Source: an optimization exercise on an open RTL-to-GDS flow (aim: small area). Production flows keep margins and buffers that such runs may drop. Only simulation tests tie the RTL to the original design; equivalence was not proved. Power is estimated from default activity; no workload was simulated.

==> job 6710 <==
Design NBOARD869V1_TOP, start of the top module:
module NBOARD869V1_TOP (
	input  CPU_UART_rx   ,				 
	output CPU_UART_tx   ,				 
	input  J1708_UART_rx ,				 
	output J1708_UART_tx ,				 
	input  CPU_I2C0_scl   ,				 
	input  CPU_I2C1_scl   ,				 
	input  CPU_I2C1_sda_in ,			 
	output CPU_I2C1_sda_out,			 
	output led1_red       ,
	output led1_green     ,
	output led1_blue      ,
	output led2_red       ,
	output led2_green     ,
	output led2_blue      ,
	output led3_red       ,
	output led3_green     ,
	output led3_blue      ,
	input  OneWire_Rx     ,				 
	output OneWire_Tx     ,				 
	input  [7:1] gpio_in  ,
	output       gpio_test,
	output irq            ,				 
	input  rst            ,				 
	input  clk
);
clock: 20.0 ns
lec_check: 0
cap_margin: 20
core_margin: 2
core_utilization: 35
place_density: 0.5
slew_margin: 20
run.sh (not shown) runs the stock make flow with config.mk's settings and CLKGATE_MAP_FILE= SYNTH_SCRIPT=/design/flow/synth_recipe.tcl, a recipe that flattens the netlist after the stock synthesis.
==> inputs of job 1562, as changes to job 6710 <==
==> flow/flow/run.sh (new file) <==
#!/bin/bash
# The standard layout, with clock tree synthesis told not to add dummy loads
# and to use small clock buffers. Each tool's output is logged by standard.sh
# under orfs/logs; this script's own output goes to run.log.
set -e
exec > run.log 2>&1
cp standard.sh standard_sh.log
export CTS_ARGS="-sink_clustering_enable -repair_clock_nets -dont_use_dummy_load -buf_list {sky130_fd_sc_hd__clkbuf_4 sky130_fd_sc_hd__clkbuf_8}"
bash standard.sh finish
==> flow/standard.sh (new file) <==
#!/bin/bash
# synth_recipe.tcl (not shown) runs the flow's synth.tcl, then flattens the netlist and writes it again
# the make line also repeats each setting of config.mk as NAME=value (left out here)
make -C /OpenROAD-flow-scripts/flow DESIGN_CONFIG=/design/flow/config.mk WORK_HOME=/design/flow/orfs CLKGATE_MAP_FILE= SYNTH_SCRIPT=/design/flow/synth_recipe.tcl "${@:-finish}"
CORE_UTILIZATION = 60   (was 35)
PLACE_DENSITY = 0.75   (was 0.5)
removed: flow/run.sh
==> notes <==
Between job 1562 and job 6710, the lower register-to-register slack is in job 6710 (gap 0.05 ns). Sequential cell count is the same in job 1562 and job 6710. Area after synthesis is the same in job 1562 and job 6710. Non-clock buffer count: job 1562 is lower than job 6710 (8). Maximum frequency: job 1562 is smaller than job 6710 (0.37%). In synthesized cell count, job 1562 and job 6710 do not differ. Between job 1562 and job 6710, the lower clock skew is in job 6710 (gap 0.011 ns). Critical path depth is the same in job 6710 and job 1562. Final area: job 6710 is higher than job 1562 (about 7%).
==> figures <==
Status: job 6710 complete, no violations; job 1562 complete, no violations
Min setup slack post-route: job 6710 10.75 ns; job 1562 10.71 ns
Peak ir drop on the vdd network: job 6710 92.89 µV; job 1562 67.73 µV
Clock Pin Slew Worst Setup and Hold Paths: job 6710 0.06 ns; job 1562 0.05 ns
GRT Overall Usage: job 6710 10.92%; job 1562 18.32%
Floorplan core area: job 6710 219100 µm²; job 1562 127400 µm²
Routed wl met3: job 6710 5.286 mm; job 1562 5.765 mm
Slack of the worst reg-to-reg path: job 6710 16.54 ns; job 1562 16.59 ns
Number of buffers outside the clock class in the layout: job 6710 55; job 1562 47
Count of clock buffers in the final design: job 6710 421; job 1562 411
Placed cell count: job 6710 7723; job 1562 6507
Power attributed to sequential cells: job 6710 0.00590 W; job 1562 0.00591 W
GRT met2 Usage: job 6710 15.47%; job 1562 27.58%
Detailed-route wire length: job 6710 120.5 mm; job 1562 116.8 mm
Pin count of the biggest net entering global routing: job 6710 169; job 1562 183
Final area over synthesized area: job 6710 1.1798x; job 1562 1.0988x
Share of total power in combinational logic: job 6710 0.9%; job 1562 1.1%
Arrival @ worst endpoint: job 6710 5.25 ns; job 1562 5.29 ns
CTS root buf: job 6710 clkbuf_16; job 1562 clkbuf_8


==> run C <==
NBOARD869V1_TOP, a different RTL version from the one above (not shown whole).
clock: 20.0 ns
lec_check: 0
cap_margin: 20
core_margin: 2
core_utilization: 60
place_density: 0.75
slew_margin: 20
standard.sh (not shown) runs the stock make flow with config.mk's settings and CLKGATE_MAP_FILE= SYNTH_SCRIPT=/design/flow/synth_recipe.tcl, a recipe that flattens the netlist after the stock synthesis.
==> flow/flow/run.sh <==
#!/bin/bash
# The standard layout (the standard.sh), with clock tree synthesis told not to
# add dummy loads and to cluster the flip-flops around fewer clock buffers.
# standard.sh logs each tool's output under orfs/logs; this script's output goes to run.log.
set -e
exec > run.log 2>&1
export CTS_ARGS="-sink_clustering_enable -repair_clock_nets -dont_use_dummy_load -buf_list {sky130_fd_sc_hd__clkbuf_16} -sink_clustering_size 32 -sink_clustering_max_diameter 60"
bash standard.sh finish
==> run D (differences from run C) <==
==> flow/flow/run.sh (replaced) <==
#!/bin/bash
# The standard layout (the standard.sh), with clock tree synthesis told not to
# add dummy loads and to cluster the flip-flops around small clock buffers.
# standard.sh logs each tool's output under orfs/logs; this script's output goes to run.log.
set -e
exec > run.log 2>&1
export CTS_ARGS="-sink_clustering_enable -repair_clock_nets -dont_use_dummy_load -buf_list {sky130_fd_sc_hd__clkbuf_4} -sink_clustering_size 10 -sink_clustering_max_diameter 35"
bash standard.sh finish
==> run notes <==
quantity                                                                                                      run D                                             run C
Result of the run                                                                          timing/DRC/antenna clean                          timing/DRC/antenna clean
Total via count in the routed design                                                                          35540                                             34160
Multi-input gate share of the layout cell area                                                               0.1604                                            0.1592
Combinational share of power                                                                                  0.012                                             0.011
Iter 0 DRT Violations                                                                                          2071                                              2330
Post-route total power                                                                                     8.490 mW                                          8.851 mW
Endpoint of the worst hold path                                    J1708_TOP.J1708_TX_DATA_FIFO.ring[31][0]$_DFF_P_  J1708_TOP.J1708_TX_DATA_FIFO.ring[16][0]$_DFF_P_
Register-to-register setup slack                                                                           16.53 ns                                          16.60 ns
Number of antenna violations at the first check in global routing                                                 4                                                 2
Clock insertion delay at the later pin of the skew report                                                   1.25 ns                                           0.80 ns
Clk Tree Root Cell                                                                        sky130_fd_sc_hd__clkbuf_4                        sky130_fd_sc_hd__clkbuf_16
Routing usage on met3                                                                                       0.03710                                           0.03048
Static power due to leakage                                                                                33.01 nW                                          32.99 nW
All-layer global routing usage                                                                               0.1711                                            0.1688
Routed wire length per instance                                                                            15.83 um                                          16.27 um
Slew @ Worst Pin                                                                                           1.080 ns                                          1.075 ns
Endpoint of the most critical register-to-register path                     REGISTERS.led3_dutycycle[2]$_DFFE_PP0P_           REGISTERS.led3_dutycycle[7]$_DFFE_PP0P_
Largest clock skew in the final design                                                                    0.1343 ns                                        0.07016 ns
Nets                                                                                                           5326                                              5085
Met1 layer wirelength in the final routing                                                                 53.02 mm                                          53.56 mm
First-pass GRT wire length                                                                                 182.2 mm                                          178.7 mm
H-tree levels                                                                                                     5                                                 4
Met2 Wirelength                                                                                            47.13 mm                                          47.00 mm

[re-timing with driven ports]
In the flow no input, the clock included, has a driving cell. The finished layouts below were timed again as built, in two steps.
Step 1 sets driving cells, clkbuf_16 on the clock port and buf_2 on the other inputs (assumed; they add their load-dependent delay and slew).
Step 2 times the ports against the registers' clock, not the clock port: input delays grow and output delays shrink by t, the midpoint of the rising clock arrivals with the driver on.
Slacks: ideal ports / drivers / drivers and shift; pairs: ideal ports / drivers.
run	t (ns)	setup slack, ns	slew at the worst register clock pin (ns)	worst slew at a driven data input, ns
job 6710	0.956	10.747 / 10.719 / 10.719	0.06 / 0.06	0.03
job 1562	1.026	10.713 / 10.675 / 10.675	0.08 / 0.08	0.05
run C	0.827	10.809 / 10.782 / 10.782	0.11 / 0.11	0.05
run D	1.265	10.809 / 10.782 / 10.782	0.11 / 0.11	0.05
After both steps setup and hold are still met in every run listed. The setup slack of job 1562, which loses most, moves by -0.038 ns with the drivers and by -0.038 ns with both steps.
